Context: an optimization exercise on an open-source flow, tuned for small area, a short achievable clock period and few clock cycles per item. The choices shown serve that exercise and are no tape-out recipe.
At most, simulation tests tie the RTL to the original design; equivalence was not proved.
Function not checked in run 5: the RTL went through the layout flow alone.
Power figures rest on the tool's default switching activity, not on a simulated workload.

<file path="flow/config.mk">
export PLATFORM = sky130hd
export DESIGN_NAME = fc_layer
export DESIGN_NICKNAME = fc_layer
export VERILOG_FILES = /design/flow/design.v
export SDC_FILE = /design/flow/constraint.sdc
export NUM_CORES = 4
export LEC_CHECK = 0
export CAP_MARGIN = 20
export CORE_AREA = 5 5 435 435
export CTS_BUF_LIST = sky130_fd_sc_hd__clkbuf_4 sky130_fd_sc_hd__clkbuf_8
export DIE_AREA = 0 0 440 440
export PLACE_DENSITY = 0.65
export SETUP_SLACK_MARGIN = 3.25
export SLEW_MARGIN = 20
export SYNTH_HIERARCHICAL = 1
export SYNTH_MINIMUM_KEEP_SIZE = 0
</file>
<file path="flow/constraint.sdc">
create_clock -name core_clock -period 10.0 [get_ports {clk}]
set_input_delay 2.0000 -clock core_clock [delete_from_list [all_inputs] [get_ports {clk}]]
set_output_delay 2.0000 -clock core_clock [all_outputs]
set_load 0.01 [all_outputs]
</file>
<file path="flow/design.v">
`timescale 1ns/1ps
module fc_layer #(
    parameter INPUT_SIZE  = 16,
    parameter OUTPUT_SIZE = 8,
    parameter DATA_WIDTH  = 8
)(
    input  logic                          clk,
    input  logic                          reset,
    input  logic                          start,
    output logic                          done,
    input  logic signed [INPUT_SIZE*DATA_WIDTH-1:0]  input_data_flat,
    input  logic signed [OUTPUT_SIZE*INPUT_SIZE*DATA_WIDTH-1:0] weights_flat,
    input  logic signed [OUTPUT_SIZE*DATA_WIDTH-1:0]            bias_flat,
    output logic signed [OUTPUT_SIZE*DATA_WIDTH-1:0] output_data_flat
);
    logic [3:0] st;
    logic       valid;    
    logic       first, last, en;
    assign first = st[0];
    assign last  = st[3];
    assign en    = !first || start;
    always_ff @(posedge clk or posedge reset) begin
        if (reset) begin
            st    <= 4'b0001;
            done  <= 1'b0;
            valid <= 1'b0;
        end else begin
            if (en) st <= {st[2:0], st[3]};
            done <= last;
            if (last) valid <= 1'b1;
        end
    end
    logic [15:0] sgn, neg, one, two;
    logic [15:0] sgnn, onen, twon, nz;
    always_comb begin
        for (int j = 0; j < 16; j++) begin
            logic b2, b1, b0;
            b2 = (st[0] & input_data_flat[8*j+1]) | (st[1] & input_data_flat[8*j+3]) |
                 (st[2] & input_data_flat[8*j+5]) | (st[3] & input_data_flat[8*j+7]);
            b1 = (st[0] & input_data_flat[8*j+0]) | (st[1] & input_data_flat[8*j+2]) |
                 (st[2] & input_data_flat[8*j+4]) | (st[3] & input_data_flat[8*j+6]);
            b0 = (st[1] & input_data_flat[8*j+1]) | (st[2] & input_data_flat[8*j+3]) |
                 (st[3] & input_data_flat[8*j+5]);
            sgn[j] = b2;
            one[j] = b1 ^ b0;
            two[j] = (b2 & !b1 & !b0) | (!b2 & b1 & b0);
            neg[j] = b2 & !(b1 & b0);
            sgnn[j] = !sgn[j];
            onen[j] = !one[j];
            twon[j] = !two[j];
            nz[j]   = one[j] | two[j];
        end
    end
    logic [4:0] e;
    fc_popcount u_pc (.n(neg), .e(e));
    localparam logic [15:0] K0 = 16'hB000;
    logic [13:0] s_q  [OUTPUT_SIZE];
    logic [13:0] c_q  [OUTPUT_SIZE];
    logic [7:0]  lo_q [OUTPUT_SIZE];
    for (genvar i = 0; i < OUTPUT_SIZE; i++) begin : g_out
        logic [143:0] pp;
        logic [15:0]  as_, ac_;
        logic [15:2]  so, co;
        logic [1:0]   r;
        always_comb begin
            as_ = first ? {{8{bias_flat[8*i+7]}}, bias_flat[8*i +: 8]} : {2'b00, s_q[i]};
            ac_ = first ? K0 : {2'b00, c_q[i]};
        end
        for (genvar j = 0; j < 16; j++) begin : g_row
            logic [7:0] wnn;
            assign wnn = ~(weights_flat[8*(16*i+j) +: 8] ^ {8{sgn[j]}});
            fc_sel u_s0 (.a1(onen[j]), .a2(wnn[0]), .b1(twon[j]), .b2(sgnn[j]), .y(pp[9*j]));
            for (genvar t = 1; t < 8; t++) begin : g_bit
                fc_sel u_s (.a1(onen[j]), .a2(wnn[t]), .b1(twon[j]), .b2(wnn[t-1]), .y(pp[9*j+t]));
            end
            assign pp[9*j+8] = ~(nz[j] & ~wnn[7]);   
        end
        fc_csa u_csa (.pp(pp), .as_(as_), .ac_(ac_), .e(e), .r(r), .so(so), .co(co));
        always_ff @(posedge clk) begin
            if (en) begin
                s_q[i][7:0] <= so[9:2];
                c_q[i][7:0] <= co[9:2];
                lo_q[i]     <= {r, lo_q[i][7:2]};
            end
            s_q[i][13:8] <= so[15:10];
            c_q[i][13:8] <= co[15:10];
        end
        logic [7:0]  hi;
        logic [15:0] acc;
        assign hi  = s_q[i][7:0] + c_q[i][7:0];
        assign acc = {hi, lo_q[i]};
        always_comb begin
            if (!valid)
                output_data_flat[8*i +: 8] = 8'h00;
            else if (!acc[15] && acc[14:7] != 8'h00)
                output_data_flat[8*i +: 8] = 8'h7f;
            else if (acc[15] && acc[14:7] != 8'hff)
                output_data_flat[8*i +: 8] = 8'h80;
            else
                output_data_flat[8*i +: 8] = acc[7:0];
        end
    end
endmodule
module fc_sel (
    input  logic a1, a2, b1, b2,
    output logic y
);
    assign y = !((a1 | a2) & (b1 | b2));
endmodule
module fc_popcount (
  input  logic [15:0] n,
  output logic [4:0]  e
);
  wire ps1, pc2;
  fc_fa u_ps1 (.a(n[0]), .b(n[1]), .c(n[2]), .s(ps1), .co(pc2));
  wire ps3, pc4;
  fc_fa u_ps3 (.a(n[3]), .b(n[4]), .c(n[5]), .s(ps3), .co(pc4));
  wire ps5, pc6;
  fc_fa u_ps5 (.a(n[6]), .b(n[7]), .c(n[8]), .s(ps5), .co(pc6));
  wire ps7, pc8;
  fc_fa u_ps7 (.a(n[9]), .b(n[10]), .c(n[11]), .s(ps7), .co(pc8));
  wire ps9, pc10;
  fc_fa u_ps9 (.a(n[12]), .b(n[13]), .c(n[14]), .s(ps9), .co(pc10));
  wire ps11, pc12;
  fc_fa u_ps11 (.a(n[15]), .b(ps1), .c(ps3), .s(ps11), .co(pc12));
  wire ps13, pc14;
  fc_fa u_ps13 (.a(ps5), .b(ps7), .c(ps9), .s(ps13), .co(pc14));
  wire ps15, pc16;
  fc_ha u_ps15 (.a(ps11), .b(ps13), .s(ps15), .co(pc16));
  wire ps17, pc18;
  fc_fa u_ps17 (.a(pc2), .b(pc4), .c(pc6), .s(ps17), .co(pc18));
  wire ps19, pc20;
  fc_fa u_ps19 (.a(pc8), .b(pc10), .c(pc12), .s(ps19), .co(pc20));
  wire ps21, pc22;
  fc_fa u_ps21 (.a(pc14), .b(ps17), .c(pc16), .s(ps21), .co(pc22));
  wire ps23, pc24;
  fc_ha u_ps23 (.a(ps19), .b(ps21), .s(ps23), .co(pc24));
  wire ps25, pc26;
  fc_fa u_ps25 (.a(pc18), .b(pc20), .c(pc22), .s(ps25), .co(pc26));
  wire ps27, pc28;
  fc_ha u_ps27 (.a(pc24), .b(ps25), .s(ps27), .co(pc28));
  wire ps29, pc30;
  fc_ha u_ps29 (.a(pc26), .b(pc28), .s(ps29), .co(pc30));
  assign e[0] = ps15;
  assign e[1] = ps23;
  assign e[2] = ps27;
  assign e[3] = ps29;
  assign e[4] = pc30;
endmodule
module fc_csa (
  input  logic [143:0] pp,
  input  logic [15:0]  as_,
  input  logic [15:0]  ac_,
  input  logic [4:0]   e,
  output logic [1:0]   r,
  output logic [15:2]  so,
  output logic [15:2]  co
);
  wire ts1, tc2;
  fc_fa u_ts1 (.a(as_[0]), .b(ac_[0]), .c(pp[0]), .s(ts1), .co(tc2));
  wire ts3, tc4;
  fc_fa u_ts3 (.a(pp[9]), .b(pp[18]), .c(pp[27]), .s(ts3), .co(tc4));
  wire ts5, tc6;
  fc_fa u_ts5 (.a(pp[36]), .b(pp[45]), .c(pp[54]), .s(ts5), .co(tc6));
  wire ts7, tc8;
  fc_fa u_ts7 (.a(pp[63]), .b(pp[72]), .c(pp[81]), .s(ts7), .co(tc8));
  wire ts9, tc10;
  fc_fa u_ts9 (.a(pp[90]), .b(pp[99]), .c(pp[108]), .s(ts9), .co(tc10));
  wire ts11, tc12;
  fc_fa u_ts11 (.a(pp[117]), .b(pp[126]), .c(pp[135]), .s(ts11), .co(tc12));
  wire ts13, tc14;
  fc_fa u_ts13 (.a(ts1), .b(ts3), .c(ts5), .s(ts13), .co(tc14));
  wire ts15, tc16;
  fc_fa u_ts15 (.a(ts7), .b(ts9), .c(ts11), .s(ts15), .co(tc16));
  wire ts17, tc18;
  fc_fa u_ts17 (.a(ts13), .b(ts15), .c(e[0]), .s(ts17), .co(tc18));
  wire ts19, tc20;
  fc_fa u_ts19 (.a(as_[1]), .b(ac_[1]), .c(pp[1]), .s(ts19), .co(tc20));
  wire ts21, tc22;
  fc_fa u_ts21 (.a(pp[10]), .b(pp[19]), .c(pp[28]), .s(ts21), .co(tc22));
  wire ts23, tc24;
  fc_fa u_ts23 (.a(pp[37]), .b(pp[46]), .c(pp[55]), .s(ts23), .co(tc24));
  wire ts25, tc26;
  fc_fa u_ts25 (.a(pp[64]), .b(pp[73]), .c(pp[82]), .s(ts25), .co(tc26));
  wire ts27, tc28;
  fc_fa u_ts27 (.a(pp[91]), .b(pp[100]), .c(pp[109]), .s(ts27), .co(tc28));
  wire ts29, tc30;
  fc_fa u_ts29 (.a(pp[118]), .b(pp[127]), .c(pp[136]), .s(ts29), .co(tc30));
  wire ts31, tc32;
  fc_fa u_ts31 (.a(tc2), .b(tc4), .c(tc6), .s(ts31), .co(tc32));
  wire ts33, tc34;
  fc_fa u_ts33 (.a(tc8), .b(tc10), .c(tc12), .s(ts33), .co(tc34));
  wire ts35, tc36;
  fc_fa u_ts35 (.a(ts19), .b(ts21), .c(ts23), .s(ts35), .co(tc36));
  wire ts37, tc38;
  fc_fa u_ts37 (.a(ts25), .b(ts27), .c(ts29), .s(ts37), .co(tc38));
  wire ts39, tc40;
  fc_fa u_ts39 (.a(tc14), .b(tc16), .c(ts31), .s(ts39), .co(tc40));
  wire ts41, tc42;
  fc_fa u_ts41 (.a(ts33), .b(ts35), .c(ts37), .s(ts41), .co(tc42));
  wire ts43, tc44;
  fc_fa u_ts43 (.a(ts39), .b(ts41), .c(tc18), .s(ts43), .co(tc44));
  wire ts45, tc46;
  fc_ha u_ts45 (.a(e[1]), .b(ts43), .s(ts45), .co(tc46));
  wire ts47, tc48;
  fc_fa u_ts47 (.a(as_[2]), .b(ac_[2]), .c(pp[2]), .s(ts47), .co(tc48));
  wire ts49, tc50;
  fc_fa u_ts49 (.a(pp[11]), .b(pp[20]), .c(pp[29]), .s(ts49), .co(tc50));
  wire ts51, tc52;
  fc_fa u_ts51 (.a(pp[38]), .b(pp[47]), .c(pp[56]), .s(ts51), .co(tc52));
  wire ts53, tc54;
  fc_fa u_ts53 (.a(pp[65]), .b(pp[74]), .c(pp[83]), .s(ts53), .co(tc54));
  wire ts55, tc56;
  fc_fa u_ts55 (.a(pp[92]), .b(pp[101]), .c(pp[110]), .s(ts55), .co(tc56));
  wire ts57, tc58;
  fc_fa u_ts57 (.a(pp[119]), .b(pp[128]), .c(pp[137]), .s(ts57), .co(tc58));
  wire ts59, tc60;
  fc_fa u_ts59 (.a(tc20), .b(tc22), .c(tc24), .s(ts59), .co(tc60));
  wire ts61, tc62;
  fc_fa u_ts61 (.a(tc26), .b(tc28), .c(tc30), .s(ts61), .co(tc62));
  wire ts63, tc64;
  fc_fa u_ts63 (.a(ts47), .b(ts49), .c(ts51), .s(ts63), .co(tc64));
  wire ts65, tc66;
  fc_fa u_ts65 (.a(ts53), .b(ts55), .c(ts57), .s(ts65), .co(tc66));
  wire ts67, tc68;
  fc_fa u_ts67 (.a(tc32), .b(tc34), .c(tc36), .s(ts67), .co(tc68));
  wire ts69, tc70;
  fc_fa u_ts69 (.a(tc38), .b(ts59), .c(ts61), .s(ts69), .co(tc70));
  wire ts71, tc72;
  fc_fa u_ts71 (.a(ts63), .b(ts65), .c(tc40), .s(ts71), .co(tc72));
  wire ts73, tc74;
  fc_fa u_ts73 (.a(tc42), .b(ts67), .c(ts69), .s(ts73), .co(tc74));
  wire ts75, tc76;
  fc_fa u_ts75 (.a(ts71), .b(ts73), .c(tc44), .s(ts75), .co(tc76));
  wire ts77, tc78;
  fc_ha u_ts77 (.a(e[2]), .b(tc46), .s(ts77), .co(tc78));
  wire ts79, tc80;
  fc_fa u_ts79 (.a(as_[3]), .b(ac_[3]), .c(pp[3]), .s(ts79), .co(tc80));
  wire ts81, tc82;
  fc_fa u_ts81 (.a(pp[12]), .b(pp[21]), .c(pp[30]), .s(ts81), .co(tc82));
  wire ts83, tc84;
  fc_fa u_ts83 (.a(pp[39]), .b(pp[48]), .c(pp[57]), .s(ts83), .co(tc84));
  wire ts85, tc86;
  fc_fa u_ts85 (.a(pp[66]), .b(pp[75]), .c(pp[84]), .s(ts85), .co(tc86));
  wire ts87, tc88;
  fc_fa u_ts87 (.a(pp[93]), .b(pp[102]), .c(pp[111]), .s(ts87), .co(tc88));
  wire ts89, tc90;
  fc_fa u_ts89 (.a(pp[120]), .b(pp[129]), .c(pp[138]), .s(ts89), .co(tc90));
  wire ts91, tc92;
  fc_fa u_ts91 (.a(tc48), .b(tc50), .c(tc52), .s(ts91), .co(tc92));
  wire ts93, tc94;
  fc_fa u_ts93 (.a(tc54), .b(tc56), .c(tc58), .s(ts93), .co(tc94));
  wire ts95, tc96;
  fc_fa u_ts95 (.a(ts79), .b(ts81), .c(ts83), .s(ts95), .co(tc96));
  wire ts97, tc98;
  fc_fa u_ts97 (.a(ts85), .b(ts87), .c(ts89), .s(ts97), .co(tc98));
  wire ts99, tc100;
  fc_fa u_ts99 (.a(tc60), .b(tc62), .c(tc64), .s(ts99), .co(tc100));
  wire ts101, tc102;
  fc_fa u_ts101 (.a(tc66), .b(ts91), .c(ts93), .s(ts101), .co(tc102));
  wire ts103, tc104;
  fc_fa u_ts103 (.a(ts95), .b(ts97), .c(tc68), .s(ts103), .co(tc104));
  wire ts105, tc106;
  fc_fa u_ts105 (.a(tc70), .b(ts99), .c(ts101), .s(ts105), .co(tc106));
  wire ts107, tc108;
  fc_fa u_ts107 (.a(tc72), .b(tc74), .c(ts103), .s(ts107), .co(tc108));
  wire ts109, tc110;
  fc_fa u_ts109 (.a(ts105), .b(ts107), .c(tc76), .s(ts109), .co(tc110));
  wire ts111, tc112;
  fc_ha u_ts111 (.a(e[3]), .b(tc78), .s(ts111), .co(tc112));
  wire ts113, tc114;
  fc_fa u_ts113 (.a(as_[4]), .b(ac_[4]), .c(pp[4]), .s(ts113), .co(tc114));
  wire ts115, tc116;
  fc_fa u_ts115 (.a(pp[13]), .b(pp[22]), .c(pp[31]), .s(ts115), .co(tc116));
  wire ts117, tc118;
  fc_fa u_ts117 (.a(pp[40]), .b(pp[49]), .c(pp[58]), .s(ts117), .co(tc118));
  wire ts119, tc120;
  fc_fa u_ts119 (.a(pp[67]), .b(pp[76]), .c(pp[85]), .s(ts119), .co(tc120));
  wire ts121, tc122;
  fc_fa u_ts121 (.a(pp[94]), .b(pp[103]), .c(pp[112]), .s(ts121), .co(tc122));
  wire ts123, tc124;
  fc_fa u_ts123 (.a(pp[121]), .b(pp[130]), .c(pp[139]), .s(ts123), .co(tc124));
  wire ts125, tc126;
  fc_fa u_ts125 (.a(tc80), .b(tc82), .c(tc84), .s(ts125), .co(tc126));
  wire ts127, tc128;
  fc_fa u_ts127 (.a(tc86), .b(tc88), .c(tc90), .s(ts127), .co(tc128));
  wire ts129, tc130;
  fc_fa u_ts129 (.a(ts113), .b(ts115), .c(ts117), .s(ts129), .co(tc130));
  wire ts131, tc132;
  fc_fa u_ts131 (.a(ts119), .b(ts121), .c(ts123), .s(ts131), .co(tc132));
  wire ts133, tc134;
  fc_fa u_ts133 (.a(tc92), .b(tc94), .c(tc96), .s(ts133), .co(tc134));
  wire ts135, tc136;
  fc_fa u_ts135 (.a(tc98), .b(ts125), .c(ts127), .s(ts135), .co(tc136));
  wire ts137, tc138;
  fc_fa u_ts137 (.a(ts129), .b(ts131), .c(tc100), .s(ts137), .co(tc138));
  wire ts139, tc140;
  fc_fa u_ts139 (.a(tc102), .b(ts133), .c(ts135), .s(ts139), .co(tc140));
  wire ts141, tc142;
  fc_fa u_ts141 (.a(tc104), .b(tc106), .c(ts137), .s(ts141), .co(tc142));
  wire ts143, tc144;
  fc_fa u_ts143 (.a(ts139), .b(tc108), .c(ts141), .s(ts143), .co(tc144));
  wire ts145, tc146;
  fc_fa u_ts145 (.a(e[4]), .b(ts143), .c(tc110), .s(ts145), .co(tc146));
  wire ts147, tc148;
  fc_fa u_ts147 (.a(as_[5]), .b(ac_[5]), .c(pp[5]), .s(ts147), .co(tc148));
  wire ts149, tc150;
  fc_fa u_ts149 (.a(pp[14]), .b(pp[23]), .c(pp[32]), .s(ts149), .co(tc150));
  wire ts151, tc152;
  fc_fa u_ts151 (.a(pp[41]), .b(pp[50]), .c(pp[59]), .s(ts151), .co(tc152));
  wire ts153, tc154;
  fc_fa u_ts153 (.a(pp[68]), .b(pp[77]), .c(pp[86]), .s(ts153), .co(tc154));
  wire ts155, tc156;
  fc_fa u_ts155 (.a(pp[95]), .b(pp[104]), .c(pp[113]), .s(ts155), .co(tc156));
  wire ts157, tc158;
  fc_fa u_ts157 (.a(pp[122]), .b(pp[131]), .c(pp[140]), .s(ts157), .co(tc158));
  wire ts159, tc160;
  fc_fa u_ts159 (.a(tc114), .b(tc116), .c(tc118), .s(ts159), .co(tc160));
  wire ts161, tc162;
  fc_fa u_ts161 (.a(tc120), .b(tc122), .c(tc124), .s(ts161), .co(tc162));
  wire ts163, tc164;
  fc_fa u_ts163 (.a(ts147), .b(ts149), .c(ts151), .s(ts163), .co(tc164));
  wire ts165, tc166;
  fc_fa u_ts165 (.a(ts153), .b(ts155), .c(ts157), .s(ts165), .co(tc166));
  wire ts167, tc168;
  fc_fa u_ts167 (.a(tc126), .b(tc128), .c(tc130), .s(ts167), .co(tc168));
  wire ts169, tc170;
  fc_fa u_ts169 (.a(tc132), .b(ts159), .c(ts161), .s(ts169), .co(tc170));
  wire ts171, tc172;
  fc_fa u_ts171 (.a(ts163), .b(ts165), .c(tc134), .s(ts171), .co(tc172));
  wire ts173, tc174;
  fc_fa u_ts173 (.a(tc136), .b(ts167), .c(ts169), .s(ts173), .co(tc174));
  wire ts175, tc176;
  fc_fa u_ts175 (.a(tc138), .b(tc140), .c(ts171), .s(ts175), .co(tc176));
  wire ts177, tc178;
  fc_fa u_ts177 (.a(ts173), .b(tc142), .c(ts175), .s(ts177), .co(tc178));
  wire ts179, tc180;
  fc_ha u_ts179 (.a(tc144), .b(ts177), .s(ts179), .co(tc180));
  wire ts181, tc182;
  fc_fa u_ts181 (.a(as_[6]), .b(ac_[6]), .c(pp[6]), .s(ts181), .co(tc182));
  wire ts183, tc184;
  fc_fa u_ts183 (.a(pp[15]), .b(pp[24]), .c(pp[33]), .s(ts183), .co(tc184));
  wire ts185, tc186;
  fc_fa u_ts185 (.a(pp[42]), .b(pp[51]), .c(pp[60]), .s(ts185), .co(tc186));
  wire ts187, tc188;
  fc_fa u_ts187 (.a(pp[69]), .b(pp[78]), .c(pp[87]), .s(ts187), .co(tc188));
  wire ts189, tc190;
  fc_fa u_ts189 (.a(pp[96]), .b(pp[105]), .c(pp[114]), .s(ts189), .co(tc190));
  wire ts191, tc192;
  fc_fa u_ts191 (.a(pp[123]), .b(pp[132]), .c(pp[141]), .s(ts191), .co(tc192));
  wire ts193, tc194;
  fc_fa u_ts193 (.a(tc148), .b(tc150), .c(tc152), .s(ts193), .co(tc194));
  wire ts195, tc196;
  fc_fa u_ts195 (.a(tc154), .b(tc156), .c(tc158), .s(ts195), .co(tc196));
  wire ts197, tc198;
  fc_fa u_ts197 (.a(ts181), .b(ts183), .c(ts185), .s(ts197), .co(tc198));
  wire ts199, tc200;
  fc_fa u_ts199 (.a(ts187), .b(ts189), .c(ts191), .s(ts199), .co(tc200));
  wire ts201, tc202;
  fc_fa u_ts201 (.a(tc160), .b(tc162), .c(tc164), .s(ts201), .co(tc202));
  wire ts203, tc204;
  fc_fa u_ts203 (.a(tc166), .b(ts193), .c(ts195), .s(ts203), .co(tc204));
  wire ts205, tc206;
  fc_fa u_ts205 (.a(ts197), .b(ts199), .c(tc168), .s(ts205), .co(tc206));
  wire ts207, tc208;
  fc_fa u_ts207 (.a(tc170), .b(ts201), .c(ts203), .s(ts207), .co(tc208));
  wire ts209, tc210;
  fc_fa u_ts209 (.a(tc172), .b(tc174), .c(ts205), .s(ts209), .co(tc210));
  wire ts211, tc212;
  fc_fa u_ts211 (.a(ts207), .b(tc176), .c(ts209), .s(ts211), .co(tc212));
  wire ts213, tc214;
  fc_ha u_ts213 (.a(tc178), .b(ts211), .s(ts213), .co(tc214));
  wire ts215, tc216;
  fc_fa u_ts215 (.a(as_[7]), .b(ac_[7]), .c(pp[7]), .s(ts215), .co(tc216));
  wire ts217, tc218;
  fc_fa u_ts217 (.a(pp[16]), .b(pp[25]), .c(pp[34]), .s(ts217), .co(tc218));
  wire ts219, tc220;
  fc_fa u_ts219 (.a(pp[43]), .b(pp[52]), .c(pp[61]), .s(ts219), .co(tc220));
  wire ts221, tc222;
  fc_fa u_ts221 (.a(pp[70]), .b(pp[79]), .c(pp[88]), .s(ts221), .co(tc222));
  wire ts223, tc224;
  fc_fa u_ts223 (.a(pp[97]), .b(pp[106]), .c(pp[115]), .s(ts223), .co(tc224));
  wire ts225, tc226;
  fc_fa u_ts225 (.a(pp[124]), .b(pp[133]), .c(pp[142]), .s(ts225), .co(tc226));
  wire ts227, tc228;
  fc_fa u_ts227 (.a(tc182), .b(tc184), .c(tc186), .s(ts227), .co(tc228));
  wire ts229, tc230;
  fc_fa u_ts229 (.a(tc188), .b(tc190), .c(tc192), .s(ts229), .co(tc230));
  wire ts231, tc232;
  fc_fa u_ts231 (.a(ts215), .b(ts217), .c(ts219), .s(ts231), .co(tc232));
  wire ts233, tc234;
  fc_fa u_ts233 (.a(ts221), .b(ts223), .c(ts225), .s(ts233), .co(tc234));
  wire ts235, tc236;
  fc_fa u_ts235 (.a(tc194), .b(tc196), .c(tc198), .s(ts235), .co(tc236));
  wire ts237, tc238;
  fc_fa u_ts237 (.a(tc200), .b(ts227), .c(ts229), .s(ts237), .co(tc238));
  wire ts239, tc240;
  fc_fa u_ts239 (.a(ts231), .b(ts233), .c(tc202), .s(ts239), .co(tc240));
  wire ts241, tc242;
  fc_fa u_ts241 (.a(tc204), .b(ts235), .c(ts237), .s(ts241), .co(tc242));
  wire ts243, tc244;
  fc_fa u_ts243 (.a(tc206), .b(tc208), .c(ts239), .s(ts243), .co(tc244));
  wire ts245, tc246;
  fc_fa u_ts245 (.a(ts241), .b(tc210), .c(ts243), .s(ts245), .co(tc246));
  wire ts247, tc248;
  fc_ha u_ts247 (.a(tc212), .b(ts245), .s(ts247), .co(tc248));
  wire ts249, tc250;
  fc_fa u_ts249 (.a(as_[8]), .b(ac_[8]), .c(pp[8]), .s(ts249), .co(tc250));
  wire ts251, tc252;
  fc_fa u_ts251 (.a(pp[17]), .b(pp[26]), .c(pp[35]), .s(ts251), .co(tc252));
  wire ts253, tc254;
  fc_fa u_ts253 (.a(pp[44]), .b(pp[53]), .c(pp[62]), .s(ts253), .co(tc254));
  wire ts255, tc256;
  fc_fa u_ts255 (.a(pp[71]), .b(pp[80]), .c(pp[89]), .s(ts255), .co(tc256));
  wire ts257, tc258;
  fc_fa u_ts257 (.a(pp[98]), .b(pp[107]), .c(pp[116]), .s(ts257), .co(tc258));
  wire ts259, tc260;
  fc_fa u_ts259 (.a(pp[125]), .b(pp[134]), .c(pp[143]), .s(ts259), .co(tc260));
  wire ts261, tc262;
  fc_fa u_ts261 (.a(tc216), .b(tc218), .c(tc220), .s(ts261), .co(tc262));
  wire ts263, tc264;
  fc_fa u_ts263 (.a(tc222), .b(tc224), .c(tc226), .s(ts263), .co(tc264));
  wire ts265, tc266;
  fc_fa u_ts265 (.a(ts249), .b(ts251), .c(ts253), .s(ts265), .co(tc266));
  wire ts267, tc268;
  fc_fa u_ts267 (.a(ts255), .b(ts257), .c(ts259), .s(ts267), .co(tc268));
  wire ts269, tc270;
  fc_fa u_ts269 (.a(tc228), .b(tc230), .c(tc232), .s(ts269), .co(tc270));
  wire ts271, tc272;
  fc_fa u_ts271 (.a(tc234), .b(ts261), .c(ts263), .s(ts271), .co(tc272));
  wire ts273, tc274;
  fc_fa u_ts273 (.a(ts265), .b(ts267), .c(tc236), .s(ts273), .co(tc274));
  wire ts275, tc276;
  fc_fa u_ts275 (.a(tc238), .b(ts269), .c(ts271), .s(ts275), .co(tc276));
  wire ts277, tc278;
  fc_fa u_ts277 (.a(tc240), .b(tc242), .c(ts273), .s(ts277), .co(tc278));
  wire ts279, tc280;
  fc_fa u_ts279 (.a(ts275), .b(tc244), .c(ts277), .s(ts279), .co(tc280));
  wire ts281, tc282;
  fc_ha u_ts281 (.a(tc246), .b(ts279), .s(ts281), .co(tc282));
  wire ts283, tc284;
  fc_fa u_ts283 (.a(as_[9]), .b(ac_[9]), .c(tc250), .s(ts283), .co(tc284));
  wire ts285, tc286;
  fc_fa u_ts285 (.a(tc252), .b(tc254), .c(tc256), .s(ts285), .co(tc286));
  wire ts287, tc288;
  fc_fa u_ts287 (.a(tc258), .b(tc260), .c(tc262), .s(ts287), .co(tc288));
  wire ts289, tc290;
  fc_fa u_ts289 (.a(tc264), .b(tc266), .c(tc268), .s(ts289), .co(tc290));
  wire ts291, tc292;
  fc_fa u_ts291 (.a(ts283), .b(ts285), .c(tc270), .s(ts291), .co(tc292));
  wire ts293, tc294;
  fc_fa u_ts293 (.a(tc272), .b(ts287), .c(ts289), .s(ts293), .co(tc294));
  wire ts295, tc296;
  fc_fa u_ts295 (.a(tc274), .b(tc276), .c(ts291), .s(ts295), .co(tc296));
  wire ts297, tc298;
  fc_fa u_ts297 (.a(ts293), .b(tc278), .c(ts295), .s(ts297), .co(tc298));
  wire ts299, tc300;
  fc_ha u_ts299 (.a(tc280), .b(ts297), .s(ts299), .co(tc300));
  wire ts301, tc302;
  fc_fa u_ts301 (.a(as_[10]), .b(ac_[10]), .c(tc284), .s(ts301), .co(tc302));
  wire ts303, tc304;
  fc_fa u_ts303 (.a(tc286), .b(tc288), .c(tc290), .s(ts303), .co(tc304));
  wire ts305, tc306;
  fc_fa u_ts305 (.a(ts301), .b(tc292), .c(tc294), .s(ts305), .co(tc306));
  wire ts307, tc308;
  fc_fa u_ts307 (.a(ts303), .b(tc296), .c(ts305), .s(ts307), .co(tc308));
  wire ts309, tc310;
  fc_ha u_ts309 (.a(tc298), .b(ts307), .s(ts309), .co(tc310));
  wire ts311, tc312;
  fc_fa u_ts311 (.a(as_[11]), .b(ac_[11]), .c(tc302), .s(ts311), .co(tc312));
  wire ts313, tc314;
  fc_fa u_ts313 (.a(tc304), .b(ts311), .c(tc306), .s(ts313), .co(tc314));
  wire ts315, tc316;
  fc_ha u_ts315 (.a(tc308), .b(ts313), .s(ts315), .co(tc316));
  wire ts317, tc318;
  fc_fa u_ts317 (.a(as_[12]), .b(ac_[12]), .c(tc312), .s(ts317), .co(tc318));
  wire ts319, tc320;
  fc_ha u_ts319 (.a(ts317), .b(tc314), .s(ts319), .co(tc320));
  wire ts321, tc322;
  fc_fa u_ts321 (.a(as_[13]), .b(ac_[13]), .c(tc318), .s(ts321), .co(tc322));
  wire ts323, tc324;
  fc_ha u_ts323 (.a(as_[14]), .b(ac_[14]), .s(ts323), .co(tc324));
  wire ts325, tc326;
  fc_ha u_ts325 (.a(as_[15]), .b(ac_[15]), .s(ts325), .co(tc326));
  assign r[0] = ts17;
  assign r[1] = ts45;
  assign so[2] = ts75;
  assign co[2] = ts77;
  assign so[3] = ts109;
  assign co[3] = ts111;
  assign so[4] = tc112;
  assign co[4] = ts145;
  assign so[5] = tc146;
  assign co[5] = ts179;
  assign so[6] = tc180;
  assign co[6] = ts213;
  assign so[7] = tc214;
  assign co[7] = ts247;
  assign so[8] = tc248;
  assign co[8] = ts281;
  assign so[9] = tc282;
  assign co[9] = ts299;
  assign so[10] = tc300;
  assign co[10] = ts309;
  assign so[11] = tc310;
  assign co[11] = ts315;
  assign so[12] = tc316;
  assign co[12] = ts319;
  assign so[13] = tc320;
  assign co[13] = ts321;
  assign so[14] = tc322;
  assign co[14] = ts323;
  assign so[15] = tc324;
  assign co[15] = ts325;
endmodule
module fc_fa (
  input  logic a, b, c,
  output logic s, co
);
  assign s  = a ^ b ^ c;
  assign co = (a & b) | (a & c) | (b & c);
endmodule
module fc_ha (
  input  logic a, b,
  output logic s, co
);
  assign s  = a ^ b;
  assign co = a & b;
endmodule
</file>
<file path="flow/flow/run.sh">
#!/bin/bash
# The standard layout, except that the ports are buffered with sky130_fd_sc_hd__buf_1
# rather than the delay buffer buffer_ports picks by itself.
set -euo pipefail
bash standard.sh "BUFFER_PORTS_ARGS=-buffer_cell sky130_fd_sc_hd__buf_1" finish > run_make.log 2>&1
</file>
<file path="flow/standard.sh">
#!/bin/bash
# synth_recipe.tcl (not shown) runs the flow's synth.tcl, then flattens the netlist and writes it again
# the make line also repeats each setting of config.mk as NAME=value (left out here)
make -C /OpenROAD-flow-scripts/flow DESIGN_CONFIG=/design/flow/config.mk WORK_HOME=/design/flow/orfs CLKGATE_MAP_FILE= SYNTH_SCRIPT=/design/flow/synth_recipe.tcl "${@:-finish}"
</file>
==> summary.txt, run 1 <==
status finished clean; distinct cell type count after synthesis 61; NetSw 2952 uW; DR pass1 iterations 9; worst clock skew 0.06621 ns; final critical-path share of the clock period about 70%; layout net count about 9000; global-route wire length before repair 506.7 mm; Final Critical Period 6.898 ns; Mapped Area just under 60000 sq um; CTS buffer count 70; Flop pwr share 28.0%; Reg area slightly below 8000 sq um; setup TNS 0 ns; CTS Buffer Depth 3; vias in the first global route between 50000 and 60000; Leak around 0.027 uW; Ports around 1300; RSZ-0062 raised after global routing true; hold buffer count at cts 0; crit-path max FO 64; ys flop type edfxtp_1; Max-cap violations 0; routability cong. 1.073; Crit. End Element register; Seq/Total Area, Yosys between 10% and 20%; CTS tree built; Hold Fails Final Rpt 0; vias between 50000 and 60000; Async SR Flop Fraction slightly above 2%; Util after Layout 38.48%; Critical Path Source Type input port; latest clock arrival within the worst-skew pair 0.81 ns; Remaining DRCs 0; CP Class in -> reg; Pwr Total slightly above 7000 uW; root buffer cell clkbuf_8; Die Area 193600 sq um; die width around 440 microns; VDD IR-drop max around 95 uV; PwrDens between 100 and 150 nW/um^2; Synth Area per Inst between 10 and 15 sq um; Clock Sinks ~290; Rows about 160; CP arrival between 7 and 8 ns; Clock transition at path regs ~0.060 ns; worst min path class reg -> reg; DPL Wire Length approximately 310 mm; Int Power between 4000 and 5000 uW; FMAX ~0.14 GHz; Port Buffers approximately 1300; Synth Instances about 5200; Layout Area Growth over Synthesis 19.32%; ANT nets after route 0; number of synthesized flops with an enable pin between 150 and 200; core box area between 150000 and 200000 sq um; CP Data Required Time about 11 ns; vias per cell about 6.2; Clk network pwr share 23.4%; Initial Util 32.25%; initial antenna violation count 72; global route overflow 0; GRT Total Usage around two fifths; multi-input logic area 49510 sq um; final wirelength around 400 mm; Inst Count DP 8636; # fillers about 18000; DR iter-0 viols approximately 7000; Slew @ Worst Pin 1.098 ns; drt wl/cell approximately 44 microns; Die H about 440 microns; Sw Share about 41%; reg-to-reg slack, setup approximately 3.3 ns; Rel. slew slack a little over a quarter; Post-Layout Cell Count 8951; final setup fails 0; yosys warns 10; H-tree depth 3; largest net degree at the start of global routing 65; combinational power share between 40% and 50%; Synth Register Bits ~300; share of cells above drive strength 1 a little under an eighth; Slew Limit Fails 0
==> power by group through the flow <==
stage / clock network, uW / registers, uW / logic [uW]
finish: 1680 / 2020 / 3500
global route: 1760 / 2050 / 3920
CTS: 1710 / 2010 / 3470
detailed placement: 0 / 2030 / 3430
global placement: 0 / 2020 / 3330
floorplan: 0 / 1930 / 3180
==> registers in the layout, summed over array words and instances, names as in the netlist <==
register  count
c_q         112
s_q         112
lo_q         64
st            4
done          1
valid         1
==> cells in the mapped netlist (78+ instances only) <==
master,instances,area share (%)
o21ai_0,78,0.66
nor2b_1,96,1.0
nand2b_1,134,1.4
xnor2_1,1043,15
o22ai_1,1024,11
fa_1,1219,41
inv_1,96,0.61
a22oi_1,80,1.0
dfxtp_1,96,3.2
edfxtp_1,192,9.7
buf_4,340,4.3
ha_1,180,3.8
nand2_1,115,0.73
==> layer usage <==
metal	GRT usage (%)	share of wire, %	up-vias
li1	-	-	20700
met3	12.35	12	1341
met5	0.7813	0.073	-
met1	48.20	36	28240
met2	57.38	42	4858
met4	29.31	9.8	14
==> per-stage QoR <==
step / setup WS [ns] / instance area, sq um / hold WS, ns
after global placement: 0.7886 / 66000 / 0.4310
after CTS: 3.130 / 69060 / 0.4471
final: 3.102 / 70600 / 0.4483
after floorplan: 2.709 / 59620 / 0.3487
after detailed placement: 1.179 / 66050 / 0.4342
after global routing: 3.218 / 70560 / 0.4522
==> repair_timing <==
action / 4_1_cts / 5_1_grt
pin swaps: 5 / 11
buffers inserted: 82 / 42
gates cloned: 13 / 5
hold endpoints to repair: 0 / 0
resized for setup: 130 / 176
setup endpoints to repair: 185 / 116
==> kinds of logic (layout without fill, tap and decap cells) <==
kind of cell,count (synthesis),in the layout,synth area share (%)
AOI/OAI and AO/OA,1339,1340,14.82
xor gates and xnor gates,1075,1075,15.95
adders and majority gates,1399,1399,45.05
buffers and inverters,508,1786,5.456
DFF,294,294,13.25
muxes,60,60,1.142
other,1,54,0.006338
and+or+nand+nor,479,479,4.325
==> critical path, cell delays in order <==
cell     delay [ns]
buf_1          0.11
a22oi_1        0.29
nand2_4        0.13
buf_12         0.22
xnor2_1        0.95
o22ai_1        0.27
fa_1           0.55
fa_1           0.54
fa_1           0.50
fa_1           0.47
fa_1           0.53
fa_1           0.41
ha_1           0.29
==> per-module statistics from Yosys, one instance, submodules excluded <==
module / flops+latches / copies in the design / cell area (sq um)
fc_ha: 0 / 108 / 12.51
fc_popcount: 0 / 1 / 37.54
fc_sel: 0 / 1024 / 6.256
fc_csa: 0 / 8 / 225.2
fc_fa: 0 / 1211 / 20.02
fc_layer: 294 / 1 / 25330
==> path summary, 6_finish.rpt <==
| check | start | end | depth (start not counted) |
|---|---|---|---|
| max | input_data_flat[81] | c_q[6][4] | 13 |
| min | lo_q[0][4] | lo_q[0][2] | 0 |
| max reg2reg | st[3] | c_q[0][2] | 14 |
| min reg2reg | lo_q[0][4] | lo_q[0][2] | 0 |
| max in group asynchronous | reset | valid | 2 |
| min in group asynchronous | reset | st[2] | 2 |
==> cell usage in the layout (no fill, tap or decap), types with 46 or more instances in the layout <==
cell	synthesis	routed
a22oi_1	80	73
buf_1	4	1283
buf_12	0	51
buf_4	340	160
clkbuf_8	0	82
dfxtp_1	96	96
diode_2	0	46
edfxtp_1	192	192
fa_1	1219	1209
ha_1	180	165
inv_1	96	67
mux2_2	58	58
nand2_1	115	63
nand2b_1	134	133
nor2_1	51	51
nor2b_1	96	96
o21ai_0	78	78
o22ai_1	1024	1005
xnor2_1	1043	981
xnor2_2	0	61
==> layout make-up <==
class | count | share of cell area, %
Timing Repair inverter | 11 | 0.1170
Multi-Input combinational cell | 4361 | 70.13
Inverter | 100 | 0.8295
Timing Repair Buffer | 1548 | 11.11
Clock inverter | 32 | 0.4555
Antenna cell | 46 | 0.1631
Sequential cell | 294 | 11.12
Tap cell | 2464 | 4.367
Clock buffer | 95 | 1.710
Testbench counts, summed over its fixed seeds: cycles 1,920, inferences 384.
==> run 2, diff against run 1 <==
--- a/flow/config.mk
+++ b/flow/config.mk
@@ -9,8 +9,7 @@
 export CORE_AREA = 5 5 435 435
 export CTS_BUF_LIST = sky130_fd_sc_hd__clkbuf_4 sky130_fd_sc_hd__clkbuf_8
 export DIE_AREA = 0 0 440 440
-export PLACE_DENSITY = 0.65
-export SETUP_SLACK_MARGIN = 3.25
+export SETUP_SLACK_MARGIN = 3
 export SLEW_MARGIN = 20
 export SYNTH_HIERARCHICAL = 1
 export SYNTH_MINIMUM_KEEP_SIZE = 0
==> summary.txt, run 2 <==
die width 440 microns (unchanged); worst clock skew 0.03731 ns (-0.02890 ns); core box area 183500 sq um (unchanged); distinct cell type count after synthesis 61 (unchanged); CP delay by family, top adder cells; Synth Instances 5155 (unchanged); Crit. End Element register; GRT Total Usage 38.20% (-0.97 points); initial antenna violation count 93 (+29%); biggest regs c_q: 112 flops, s_q: 112 flops, lo_q: 64 flops; Hold Path End lo_q[0][2]; Hold Crit Start lo_q[0][4]; ys flop type edfxtp_1; Slew Limit Fails 0 (unchanged); post-synth top area share 41.25% (unchanged); R2R cell count 14 (unchanged); CTS tree built; Synth Register Bits 294 (unchanged); vias per cell 6.147 (-0.24%); Clock transition at path regs 0.06 ns (about the same); Layout Area Growth over Synthesis 17.44%; Critical Path Source Type input port; number of synthesized flops with an enable pin 192 (unchanged); global route overflow 0 (unchanged); Leak 0.02670 uW (-2.0%); Pwr Total 7130 uW (-0.95%); Async SR Flop Fraction 2.041% (unchanged); DPL Wire Length 301.0 mm (-2.9%); Crit path top cell by count fa_1; RSZ-0062 raised after global routing true; final wirelength 385.0 mm (-2.7%); dpl ws 1.469 ns (+0.2898 ns); Seq/Total Area, Yosys 13.25% (unchanged); worst-path cell chain buf_1 -> a22oi_2 -> nand2_1 -> ha_1 -> clkinvlp_4 -> buf_12 -> o22ai_1 -> fa_1 -> fa_1 -> fa_1 -> fa_1 -> fa_1 -> fa_1 -> fa_1; Synth Area per Inst 11.48 sq um (unchanged); vias 54880 (-0.50%); CP arrival 7.61 ns (+0.16 ns); Hold Fails Final Rpt 0 (unchanged); global-route wire length before repair 495.3 mm (-2.2%); CTS Buffer Depth 3 (unchanged); reg-to-reg slack, setup 3.13 ns (-0.19 ns); fin worst setup slack 2.909 ns (-0.1930 ns); crit-path max FO 57 (-11%); RR Startpoint st[0]; largest net degree at the start of global routing 108 (+66%); layout net count 8954 (-0.56%); delay of the slowest cell on the worst path 0.55 ns (-0.40 ns); vias in the first global route 57280 (+0.31%); Clock Sinks 294 (unchanged); root buffer cell clkbuf_8; setup TNS 0 ns (unchanged); share of cells above drive strength 1 10.03% (-1.4 points); yosys warns 10 (unchanged); latest clock arrival within the worst-skew pair 0.81 ns (about the same); Post-synth top cells 1219 x fa_1, 1043 x xnor2_1, 1024 x o22ai_1; DR pass1 iterations 9 (unchanged); status finished clean; Util after Layout 37.87% (-0.61 points); Remaining DRCs 0 (unchanged); Mapped Area 59170 sq um (unchanged); Ports 1284 (unchanged); largest area contributor in the netlist fa_1; WP buf/inv 3 (+1); VDD IR-drop max 103.9 uV (+9.1%); count leader, synth fa_1; Slew @ Worst Pin 1.275 ns (+0.1778 ns); Rel. slew slack 14.36% (-12 points); final critical-path share of the clock period 70.91% (+1.9 points); CP startpoint input_data_flat[124]; PwrDens 102.6 nW/um^2 (+0.64%); routability cong. 1.075 (+0.14%); Port Buffers 1283 (unchanged); Die Area 193600 sq um (unchanged); FMAX 0.1410 GHz (-2.7%); Area contributors post-synth fa_1 41%, xnor2_1 15%, o22ai_1 11%; Die H 440 microns (unchanged); drt wl/cell 43.12 microns (-2.5%); Critical R2R Capture c_q[5][2]; Final Critical Period 7.091 ns (+0.1930 ns); Initial Util 32.25% (unchanged); hold path cells 0 (unchanged); most common cell after layout, fill and taps aside buf_1; CP Data Required Time 10.52 ns (-0.03 ns); worst min path class reg -> reg; Rows 157 (unchanged); final setup fails 0 (unchanged); CP Class in -> reg; most frequent cells in the layout 1283 x buf_1, 1204 x fa_1, 1027 x xnor2_1, 990 x o22ai_1, 192 x edfxtp_1; DR iter-0 viols 7232 (+2.8%); CP max-delay cell fa_1; H-tree depth 3 (unchanged); Max-cap violations 0 (unchanged); CTS buffer count 71 (+1.4%); ANT nets after route 0 (unchanged)
run 2: cell counts after synthesis:
No cell type changed its count.
run 2: worst max-delay path by stage:
stage | depth (start not counted) | endpoint
final | 14 | c_q[5][2]
after global routing | 15 | c_q[3][2]
after CTS | 16 | c_q[5][8]
after detailed placement | 15 | c_q[6][2]
after global placement | 15 | c_q[6][2]
after floorplan | 14 | c_q[0][2]
run 2: where the power goes:
group	switching, uW	leakage, uW	total, uW	internal (uW)
clock	746	0.000812	1680	937
combinational	1940	0.0229	3420	1480
sequential	222	0.00301	2020	1800
total	2910	0.0267	7130	4220
run 2: cell families after synthesis:
family / Yosys count / synth area share [%]
adders and majority gates: 1399 / 45.05
AOI/OAI and AO/OA: 1339 / 14.82
buffers and inverters: 508 / 5.456
xor gates and xnor gates: 1075 / 15.95
and+or+nand+nor: 479 / 4.325
DFF: 294 / 13.25
other: 1 / 0.006338
muxes: 60 / 1.142
run 2: metal layers:
metal	vias up	part of all wire, %	global-route usage (%)
li1	20600	-	-
met1	27950	36	46.60
met2	4970	41	54.28
met3	1327	12	13.38
met4	30	10	31.14
met5	-	0.074	0
run 2: cell type report:
type	count	area, sq um
timing repair buffer	1503	7099
timing repair inverter	4	27.53
clock inverter	27	239.0
antenna	72	180.2
tap	2464	3083
multi-input combinational	4362	49180
inverter	100	525.5
fill	18420	114000
clock buffer	102	1297
sequential	294	7850
run 2: modules after synthesis, one instance, submodules excluded:
module | cells | times used | flip-flops and latches
fc_sel | 1 | 1024 | 0
fc_fa | 1 | 1211 | 0
fc_csa | 30 | 8 | 0
fc_layer | 2567 | 1 | 294
fc_popcount | 5 | 1 | 0
fc_ha | 1 | 108 | 0
run 2: metrics by stage:
| step | hold slack (ns) | instances | area, sq um |
|---|---|---|---|
| after global routing | 0.4370 | 8905 | 69430 |
| final | 0.4404 | 8928 | 69480 |
| after detailed placement | 0.4332 | 8624 | 66320 |
| after global placement | 0.4326 | 8624 | 66300 |
| after floorplan | 0.3487 | 5162 | 59850 |
| after CTS | 0.4376 | 8795 | 68490 |
run 2: repair_timing:
action                                  in CTS  in global routing
gates cloned                                 6                  4
endpoints found under the setup margin     153                107
hold buffers                                 0                  0
resized for setup                           54                 57
pin swaps                                    5                  9
buffers inserted                            36                 57
==> run 3, diff against run 2 <==
--- a/flow/config.mk
+++ b/flow/config.mk
@@ -6,9 +6,8 @@
 export NUM_CORES = 4
 export LEC_CHECK = 0
 export CAP_MARGIN = 20
-export CORE_AREA = 5 5 435 435
-export CTS_BUF_LIST = sky130_fd_sc_hd__clkbuf_4 sky130_fd_sc_hd__clkbuf_8
-export DIE_AREA = 0 0 440 440
+export CORE_AREA = 5 5 455 455
+export DIE_AREA = 0 0 460 460
 export SETUP_SLACK_MARGIN = 3
 export SLEW_MARGIN = 20
 export SYNTH_HIERARCHICAL = 1
==> summary.txt, run 3 <==
CTS buffer count 48 (-32%); vias per cell 5.986 (-2.6%); most common cell after layout, fill and taps aside buf_1; final hold slack 0.4506 ns (+0.01012 ns); Post-Layout Cell Count 9156 (+2.6%); number of synthesized flops with an enable pin 192 (unchanged); final setup fails 0 (unchanged); latest clock arrival within the worst-skew pair 0.69 ns (-0.12 ns); vias 54810 (-0.13%); Hold Fails Final Rpt 0 (unchanged); distinct cell type count after synthesis 61 (unchanged); layout net count 9008 (+0.60%); Port Buffers 1283 (unchanged); GRT Total Usage 37.24% (-0.96 points); VDD IR-drop max 123.6 uV (+19%); final critical-path share of the clock period 71.41% (+0.50 points); final wirelength 411.4 mm (+6.9%); yosys warns 10 (unchanged); FMAX 0.1400 GHz (-0.69%); die width 460 microns (+4.5%); setup TNS 0 ns (unchanged); DPL Wire Length 320.1 mm (+6.4%); CTS Buffer Depth 3 (unchanged); largest area contributor in the netlist fa_1; largest net degree at the start of global routing 121 (+12%); status finished clean; worst min path class reg -> reg; root buffer cell clkbuf_16; Slew @ Worst Pin 1.232 ns (-0.04298 ns); CP max-delay cell xnor2_1; crit-path max FO 43 (-25%); Initial Util 29.30% (-2.9 points); CP arrival 7.58 ns (-0.03 ns); H-tree depth 2 (-1); CP delay by family, top adder cells; worst clock skew 0.04101 ns (+0.003701 ns); CTS tree built; ys flop type edfxtp_1; DR iter-0 viols 7248 (+0.22%); share of cells above drive strength 1 11.07% (+1.0 points); biggest regs c_q: 112 flops, s_q: 112 flops, lo_q: 64 flops; Ports 1284 (unchanged); Critical Path Source Type input port; initial antenna violation count 123 (+32%); global-route wire length before repair 521.8 mm (+5.3%); Die Area 211600 sq um (+9.3%); Clock Sinks 294 (unchanged); Area contributors post-synth fa_1 41%, xnor2_1 15%, o22ai_1 11%; Clock transition at path regs 0.06 ns (about the same); vias in the first global route 57010 (-0.47%); Leak 0.02727 uW (+2.1%); Mapped Area 59170 sq um (unchanged); Final Critical Period 7.141 ns (+0.04961 ns); Rel. slew slack 17.24% (+2.9 points); Max-cap violations 0 (unchanged); post-synth top area share 41.25% (unchanged); Rows 165 (+5.1%); Crit path top cell by count fa_1; Synth Register Bits 294 (unchanged); PwrDens 103.0 nW/um^2 (+0.34%); Crit. End Element register; Remaining DRCs 0 (unchanged); Inst Count DP 8866 (+2.8%); Seq/Total Area, Yosys 13.25% (unchanged); WP buf/inv 2 (-1); drt wl/cell 44.93 microns (+4.2%); global route overflow 0 (unchanged); Synth Area per Inst 11.48 sq um (unchanged); routability cong. 1.013 (-5.8%); Async SR Flop Fraction 2.041% (unchanged); DR pass1 iterations 6 (-3); CP Data Required Time 10.44 ns (-0.08 ns); most frequent cells in the layout 1280 x buf_1, 1196 x fa_1, 1022 x xnor2_1, 990 x o22ai_1; CP Class in -> reg; hold buffer count at cts 0 (unchanged); ANT nets after route 0 (unchanged); RSZ-0062 raised after global routing true; Die H 460 microns (+4.5%); Synth Instances 5155 (unchanged); core box area 201900 sq um (+10%); Post-synth top cells 1219 x fa_1, 1043 x xnor2_1, 1024 x o22ai_1; worst-path cell chain buf_1 -> a22oi_1 -> nand2_4 -> buf_12 -> xnor2_1 -> o22ai_1 -> fa_1 -> fa_1 -> fa_1 -> fa_1 -> fa_1 -> fa_1 -> ha_1; count leader, synth fa_1; # fillers 20510 (+11%); Layout Area Growth over Synthesis 20.09%; Slew Limit Fails 0 (unchanged); delay of the slowest cell on the worst path 1.15 ns (+0.60 ns)
## run 3: per-stage QoR
stage	setup WS (ns)	total power [uW]	utilization, %	area, sq um
6_report	2.859	7315	35.19	71050
5_1_grt	2.999	7831	35.15	70980
4_1_cts	2.958	7327	34.71	70080
3_5_place_dp	1.081	5425	33.15	66920
3_3_place_gp	1.117	5308	33.14	66920
2_1_floorplan	2.715	5107	-	59850
## run 3: kinds of logic after synthesis
kind of cell / Yosys count / synth area share, %
xor+xnor: 1075 / 15.95
fa+ha+maj: 1399 / 45.05
flops: 294 / 13.25
other cells: 1 / 0.006338
buf+inv: 508 / 5.456
compound gates: 1339 / 14.82
simple gates: 479 / 4.325
mux: 60 / 1.142
## run 3: cell type report
class,instances,area [sq um],share of cell area (%)
antenna,54,135.1,0.1902
clock buffer,62,1436,2.022
clock inverter,28,241.5,0.3399
inverter,100,531.8,0.7484
multi-input combinational,4365,49390,69.51
sequential,294,7848,11.04
tap,2672,3343,4.705
timing repair buffer,1574,8074,11.36
timing repair inverter,7,52.55,0.07396
## run 3: layer usage
layer,vias to the layer above,global-route usage [%],part of all wire (%)
li1,20710,-,-
met1,28360,46.56,38
met2,4579,55.09,42
met3,1121,12.90,12
met4,44,22.94,7.9
met5,-,0.7807,0.12
## run 3: final timing paths
check	from	endpoint	slack [ns]	depth (start not counted)
max reg2reg	st[3]	c_q[0][2]	3.20	16
min reg2reg	lo_q[5][5]	lo_q[5][3]	0.45	0
min in group asynchronous	reset	done	1.21	2
max	input_data_flat[25]	c_q[6][5]	2.86	13
max in group asynchronous	reset	st[0]	8.50	2
min	lo_q[5][5]	lo_q[5][3]	0.45	0
## run 3: worst reg2reg max path, stage by stage (launching register included)
cell      delay (ns)
dfrtp_2         0.95
buf_4           0.37
a22oi_1         0.13
nand2_4         0.13
clkinv_2        0.28
buf_6           0.31
a31oi_4         0.22
buf_4           0.15
buf_12          0.21
o22ai_1         0.24
fa_2            0.73
fa_1            0.49
fa_1            0.43
fa_1            0.48
fa_1            0.44
fa_1            0.56
fa_1            0.43
## run 3: what timing repair did
action	4_1_cts	5_1_grt
buffers inserted	85	41
resized for setup	89	76
pin swaps	21	13
hold endpoints to repair	0	0
cloned	14	5
endpoints found under the setup margin	207	90
## run 3: where the power goes
group          switching (uW)  internal (uW)  leakage, uW
combinational            1960           1490       0.0234
clock                     761           1090     0.000837
sequential                221           1800      0.00301
## run 3: Yosys stat by module, one instance, submodules excluded
module | times used | flip-flops and latches | cells | area (sq um)
fc_popcount | 1 | 0 | 5 | 37.54
fc_fa | 1211 | 0 | 1 | 20.02
fc_ha | 108 | 0 | 1 | 12.51
fc_layer | 1 | 294 | 2567 | 25330
fc_csa | 8 | 0 | 30 | 225.2
fc_sel | 1024 | 0 | 1 | 6.256
==> run 4, diff against run 3 <==
==> flow/config.mk (replaced) <==
export PLATFORM = sky130hd
export DESIGN_NAME = fc_layer
export DESIGN_NICKNAME = fc_layer
export VERILOG_FILES = /design/flow/design.v
export SDC_FILE = /design/flow/constraint.sdc
export NUM_CORES = 4
export LEC_CHECK = 0
export CAP_MARGIN = 5
export CORE_AREA = 5 5 435 435
export DIE_AREA = 0 0 440 440
export SETUP_SLACK_MARGIN = 3.25
export SLEW_MARGIN = 5
export SYNTH_HIERARCHICAL = 1
export SYNTH_MINIMUM_KEEP_SIZE = 0
==> summary.txt, run 4 <==
Slew Limit Fails 0 (unchanged); Rows 157 (-4.8%); Remaining DRCs 0 (unchanged); worst min path class reg -> reg; CP startpoint input_data_flat[32]; VDD IR-drop max 128.0 uV (+3.5%); Area contributors post-synth fa_1 41%, xnor2_1 15%, o22ai_1 11%; dpl ws 1.404 ns (+0.3236 ns); Leak 0.02726 uW (about the same); Hold Fails Final Rpt 0 (unchanged); status finished clean; Synth Register Bits 294 (unchanged); final wirelength 396.0 mm (-3.8%); Seq/Total Area, Yosys 13.25% (unchanged); DPL Wire Length 308.4 mm (-3.7%); ANT nets after route 0 (unchanged); routability cong. 1.040 (+2.7%); DR iter-0 viols 6795 (-6.3%); CP Class in -> reg; share of cells above drive strength 1 10.94% (-0.13 points); Mapped Area 59170 sq um (unchanged); cell area after layout 70820 sq um (-0.32%); CTS tree built; initial antenna violation count 126 (+2.4%); hold buffer count at cts 0 (unchanged); global route overflow 0 (unchanged); Clock Sinks 294 (unchanged); die width 440 microns (-4.3%); distinct cell type count after synthesis 61 (unchanged); fin worst setup slack 3.204 ns (+0.3452 ns); latest clock arrival within the worst-skew pair 0.71 ns (+0.02 ns); PwrDens 101.6 nW/um^2 (-1.3%); Synth Instances 5155 (unchanged); yosys warns 10 (unchanged); crit-path max FO 24 (-44%); RR Startpoint st[1]; vias 54530 (-0.50%); Async SR Flop Fraction 2.041% (unchanged); CTS Buffer Depth 3 (unchanged); Critical Path Source Type input port; Post-Layout Cell Count 8910 (-2.7%); Layout Area Growth over Synthesis 19.71%; Rel. slew slack 22.66% (+5.4 points); most common cell after layout, fill and taps aside buf_1; final critical-path share of the clock period 67.96% (-3.5 points); Clock transition at path regs 0.06 ns (about the same); number of synthesized flops with an enable pin 192 (unchanged); GRT Total Usage 39.34% (+2.1 points); vias per cell 6.120 (+2.2%); Placed Area 66000 sq um (-1.4%); Ports 1284 (unchanged); core box area 183500 sq um (-9.1%); CP arrival 7.25 ns (-0.33 ns); Hold Crit Start lo_q[2][2]; RSZ-0062 raised after global routing true; Die Area 193600 sq um (-8.5%); Port Buffers 1283 (unchanged); CTS buffer count 45 (-6.3%); post-synth top area share 41.25% (unchanged); vias in the first global route 56280 (-1.3%); Inst Count DP 8628 (-2.7%); DR pass1 iterations 6 (unchanged); most frequent cells in the layout 1282 x buf_1, 1207 x fa_1, 980 x o22ai_1, 978 x xnor2_1, 192 x edfxtp_1; drt wl/cell 44.44 microns (-1.1%); Max-cap violations 0 (unchanged); Final Critical Period 6.796 ns (-0.3452 ns); Slew @ Worst Pin 1.160 ns (-0.07232 ns); largest area contributor in the netlist fa_1; worst clock skew 0.07061 ns (+0.02959 ns); Die H 440 microns (-4.3%); largest net degree at the start of global routing 100 (-17%); root buffer cell clkbuf_16; H-tree depth 2 (unchanged); Crit. End Element register; ys flop type edfxtp_1; biggest regs c_q: 112 flops, s_q: 112 flops, lo_q: 64 flops; Post-synth top cells 1219 x fa_1, 1043 x xnor2_1, 1024 x o22ai_1; setup TNS 0 ns (unchanged); final setup fails 0 (unchanged); FMAX 0.1472 GHz (+5.1%); CP Data Required Time 10.45 ns (about the same); layout net count 8951 (-0.63%); count leader, synth fa_1; global-route wire length before repair 508.0 mm (-2.6%); Initial Util 32.25% (+2.9 points); Synth Area per Inst 11.48 sq um (unchanged)
==> run 4: cell counts after synthesis <==
No cell type changed its count.
==> run 4: modules after synthesis, one instance, submodules excluded <==
module / times used / cell area, sq um
fc_sel: 1024 / 6.256
fc_layer: 1 / 25330
fc_csa: 8 / 225.2
fc_popcount: 1 / 37.54
fc_fa: 1211 / 20.02
fc_ha: 108 / 12.51
==> run 4: where the power goes <==
part / total (uW) / switching [uW] / internal, uW
Clock: 1720 / 758 / 962
Sequential: 2020 / 222 / 1800
Combinational: 3450 / 1960 / 1500
Total: 7190 / 2940 / 4260
==> run 4: worst paths after layout <==
check	to	slack (ns)	cells past startpoint
max in group asynchronous	st[3]	8.45	2
worst min register to register	lo_q[2][0]	0.45	0
min in group asynchronous	valid	1.24	2
worst max-delay path	c_q[6][2]	3.20	15
worst max register to register	c_q[7][2]	3.40	14
worst min-delay path	lo_q[2][0]	0.45	0
==> run 4: cell families after synthesis <==
| family | count (synthesis) | share of synthesized area (%) |
|---|---|---|
| AOI/OAI and AO/OA | 1339 | 14.82 |
| xor gates and xnor gates | 1075 | 15.95 |
| adders and majority gates | 1399 | 45.05 |
| buffers and inverters | 508 | 5.456 |
| DFF | 294 | 13.25 |
| muxes | 60 | 1.142 |
| other | 1 | 0.006338 |
| and+or+nand+nor | 479 | 4.325 |
==> run 4: per-stage QoR <==
step / total power, uW / hold WS, ns / util (%)
after global routing: 7711 / 0.4524 / 38.58
after CTS: 7200 / 0.4486 / 37.81
after detailed placement: 5428 / 0.4354 / 35.97
final: 7195 / 0.4501 / 38.60
after floorplan: 5107 / 0.3487 / -
after global placement: 5317 / 0.4315 / 35.97
==> run 4: layout make-up <==
class,instances,area (sq um)
Fill cell,18450,112600
Multi-Input combinational cell,4363,49810
Sequential cell,294,7848
Timing Repair Buffer,1519,7724
Tap cell,2464,3083
Clock buffer,67,1385
Inverter,100,591.8
Antenna cell,76,190.2
Clock inverter,17,117.6
Timing Repair inverter,10,75.07
==> run 4: what timing repair did <==
action | CTS | global route
resized for setup | 184 | 161
hold endpoints to repair | 0 | 0
pin swaps | 13 | 15
setup endpoints to repair | 198 | 105
cloned | 20 | 4
buffers inserted | 71 | 27
==> run 4: worst max-delay path: stages <==
cell	delay, ns
buf_1	0.13
a22oi_1	0.27
nand2_2	0.23
ha_4	0.47
clkinvlp_4	0.11
buf_4	0.20
buf_12	0.19
o22ai_2	0.21
fa_1	0.57
fa_1	0.44
fa_1	0.47
fa_1	0.45
fa_1	0.54
fa_1	0.44
fa_1	0.45
==> run 4: routing by layer <==
metal / global-route usage [%] / part of all wire [%] / up-vias
li1: - / - / 20610
met1: 48.89 / 37 / 28240
met2: 58.08 / 43 / 4479
met3: 11.35 / 11 / 1191
met4: 29.13 / 9.5 / 12
met5: 0 / 0.020 / -
==> run 5, diff against run 4 <==
--- a/flow/design.v
+++ b/flow/design.v
@@ -32,6 +32,7 @@
     end
     logic [15:0] sgn, neg, one, two;
     logic [15:0] sgnn, onen, twon, nz;
+    logic [15:0] db1, db0;
     always_comb begin
         for (int j = 0; j < 16; j++) begin
             logic b2, b1, b0;
@@ -42,15 +43,19 @@
             b0 = (st[1] & input_data_flat[8*j+1]) | (st[2] & input_data_flat[8*j+3]) |
                  (st[3] & input_data_flat[8*j+5]);
             sgn[j] = b2;
-            one[j] = b1 ^ b0;
+            db1[j] = b1;
+            db0[j] = b0;
             two[j] = (b2 & !b1 & !b0) | (!b2 & b1 & b0);
             neg[j] = b2 & !(b1 & b0);
             sgnn[j] = !sgn[j];
-            onen[j] = !one[j];
             twon[j] = !two[j];
-            nz[j]   = one[j] | two[j];
+            nz[j]   = !((b2 & b1 & b0) | (!b2 & !b1 & !b0));
         end
     end
+    for (genvar j = 0; j < 16; j++) begin : g_enc
+        fc_xnor u_onen (.a(db1[j]), .b(db0[j]), .y(onen[j]));
+    end
+    assign one = ~onen;
     logic [4:0] e;
     fc_popcount u_pc (.n(neg), .e(e));
     localparam logic [15:0] K0 = 16'hB000;
@@ -73,7 +78,7 @@
             for (genvar t = 1; t < 8; t++) begin : g_bit
                 fc_sel u_s (.a1(onen[j]), .a2(wnn[t]), .b1(twon[j]), .b2(wnn[t-1]), .y(pp[9*j+t]));
             end
-            assign pp[9*j+8] = ~(nz[j] & ~wnn[7]);   
+            fc_nb u_s8 (.a(wnn[7]), .b(nz[j]), .y(pp[9*j+8]));   
         end
         fc_csa u_csa (.pp(pp), .as_(as_), .ac_(ac_), .e(e), .r(r), .so(so), .co(co));
         always_ff @(posedge clk) begin
@@ -107,6 +112,18 @@
 );
     assign y = !((a1 | a2) & (b1 | b2));
 endmodule
+module fc_xnor (
+    input  logic a, b,
+    output logic y
+);
+    assign y = !(a ^ b);
+endmodule
+module fc_nb (
+    input  logic a, b,
+    output logic y
+);
+    assign y = !(!a & b);
+endmodule
 module fc_popcount (
   input  logic [15:0] n,
   output logic [4:0]  e
==> flow/config.mk (replaced) <==
export PLATFORM = sky130hd
export DESIGN_NAME = fc_layer
export DESIGN_NICKNAME = fc_layer
export VERILOG_FILES = /design/flow/design.v
export SDC_FILE = /design/flow/constraint.sdc
export NUM_CORES = 4
export LEC_CHECK = 0
export CAP_MARGIN = 20
export CORE_AREA = 5 5 435 435
export DIE_AREA = 0 0 440 440
export SETUP_SLACK_MARGIN = 3
export SLEW_MARGIN = 20
export SYNTH_HIERARCHICAL = 1
export SYNTH_MINIMUM_KEEP_SIZE = 0
==> summary.txt, run 5 <==
multi-input logic area 49830 sq um (about the same); Leak 0.02681 uW (-1.7%); final wirelength 383.8 mm (-3.1%); final setup fails 0 (unchanged); vias 54400 (-0.24%); CTS Buffer Depth 3 (unchanged); Synth Instances 5163 (+0.16%); setup TNS 0 ns (unchanged); delay of the slowest cell on the worst path 0.61 ns (+0.04 ns); Async SR Flop Fraction 2.041% (unchanged); CP Data Required Time 10.42 ns (-0.03 ns); worst min path class reg -> reg; count leader, synth fa_1; CTS tree built; Synth Area per Inst 11.40 sq um (-0.64%); Initial Util 32.09% (-0.16 points); CP delay by family, top adder cells; PwrDens 104.5 nW/um^2 (+2.8%); core box area 183500 sq um (unchanged); share of cells above drive strength 1 9.978% (-0.96 points); status finished clean; cell area after layout 70070 sq um (-1.1%); Synth Register Bits 294 (unchanged); # fillers 18420 (-0.16%); largest area contributor in the netlist fa_1; ANT nets after route 0 (unchanged); Hold Fails Final Rpt 0 (unchanged); CP Class in -> reg; reg-to-reg slack, setup 3.12 ns (-0.28 ns); yosys warns 10 (unchanged); routability cong. 1.045 (+0.42%); Seq/Total Area, Yosys 13.31% (+0.064 points); Final Critical Period 7.102 ns (+0.3066 ns); Clk network pwr share 24.9% (+1.0 points); DR pass1 iterations 9 (+3); global-route wire length before repair 492.3 mm (-3.1%); worst-path cell chain buf_1 -> a22oi_1 -> nand2_4 -> buf_12 -> xnor2_1 -> o22ai_1 -> fa_1 -> fa_1 -> fa_1 -> fa_1 -> fa_1 -> fa_1 -> fa_1; H-tree depth 2 (unchanged); most common cell after layout, fill and taps aside buf_1; largest net degree at the start of global routing 92 (-8.0%); combinational power share 47.1% (-0.9 points); Rel. slew slack 14.19% (-8.5 points); Int Power 4342 uW (+1.9%); VDD IR-drop max 138.1 uV (+7.9%); drt wl/cell 43.32 microns (-2.5%); worst clock skew 0.03661 ns (-0.03400 ns); Clock transition at path regs 0.06 ns (about the same); Die Area 193600 sq um (unchanged); layout net count 8906 (-0.50%)
==> run 5: cell count changes after synthesis, sizes merged, moves of 18 or more <==
| cell | change |
|---|---|
| and2 | +19 |
| a31oi | -18 |
| a21oi | +39 |
| xnor2 | +19 |
| nand2 | -30 |
==> run 5: final timing paths <==
path,depth (start not counted),to,from
max,13,c_q[6][2],input_data_flat[45]
min,0,lo_q[4][2],lo_q[4][4]
max reg2reg,16,c_q[5][2],st[1]
min reg2reg,0,lo_q[4][2],lo_q[4][4]
max in group asynchronous,2,st[0],reset
min in group asynchronous,2,done,reset
==> run 5: cell type report <==
cell class / instances / area share [%]
Clock inverter: 23 / 0.2643
Inverter: 90 / 0.6321
Tap cell: 2464 / 4.400
Antenna cell: 52 / 0.1857
Sequential cell: 294 / 11.20
Multi-Input combinational cell: 4384 / 71.12
Clock buffer: 67 / 2.069
Timing Repair Buffer: 1486 / 10.13
==> run 5: cell families after synthesis <==
group,after synthesis,synth area share [%]
adder cells (fa/ha/maj),1383,44.93
AO/OA/AOI/OAI,1362,14.92
XOR/XNOR,1093,16.26
buffers and inverters,494,4.964
AND/OR/NAND/NOR,478,4.501
flip-flops,294,13.31
multiplexers,58,1.109
other,1,0.006369
==> run 5: metal layers <==
layer	track usage, %	vias up	share of wire, %
li1	-	20580	-
met4	24.47	36	8.2
met3	12.42	1124	12
met5	0.8569	-	0.11
met1	44.63	28080	35
met2	58.77	4583	45
==> run 5: Yosys stat by module, one instance, submodules excluded <==
module	copies in the design	cells	flip-flops and latches	cell area [sq um]
fc_layer	1	2431	294	24100
fc_csa	8	30	0	225.2
fc_popcount	1	5	0	37.54
fc_fa	1211	1	0	20.02
fc_ha	108	1	0	12.51
fc_xnor	16	1	0	8.758
fc_nb	128	1	0	6.256
fc_sel	1024	1	0	6.256
==> run 5: timing repair <==
item	CTS	global route
pin swaps	3	15
gates cloned	1	7
resized for setup	74	94
setup endpoints to repair	138	70
buffers inserted	16	52
hold buffers	0	0
==> run 5: metrics by stage <==
stage / hold WS (ns) / setup WS (ns) / cells
after floorplan: 0.4264 / 2.716 / 5170
after global placement: 0.4308 / 1.474 / 8641
after detailed placement: 0.4404 / 1.395 / 8642
after CTS: 0.4321 / 2.967 / 8749
after global routing: 0.4573 / 2.975 / 8837
final: 0.4594 / 2.898 / 8860
==> run 5: power by group through the flow <==
stage	sequential, uW	clock [uW]	combinational (uW)
after CTS	2040	1860	3420
final	2050	1820	3440
after floorplan	1930	0	3150
after global placement	2050	0	3270
after detailed placement	2060	0	3380
after global routing	2080	1900	3860

Re-timed with assumed drivers on the ports (clkbuf_16 on the clock, buf_2 on other inputs), run 5 has 2.963 ns of setup slack against 2.898 ns with ideal ports, and 2.206 ns once port delays also move by the mid clock arrival of 0.757 ns.
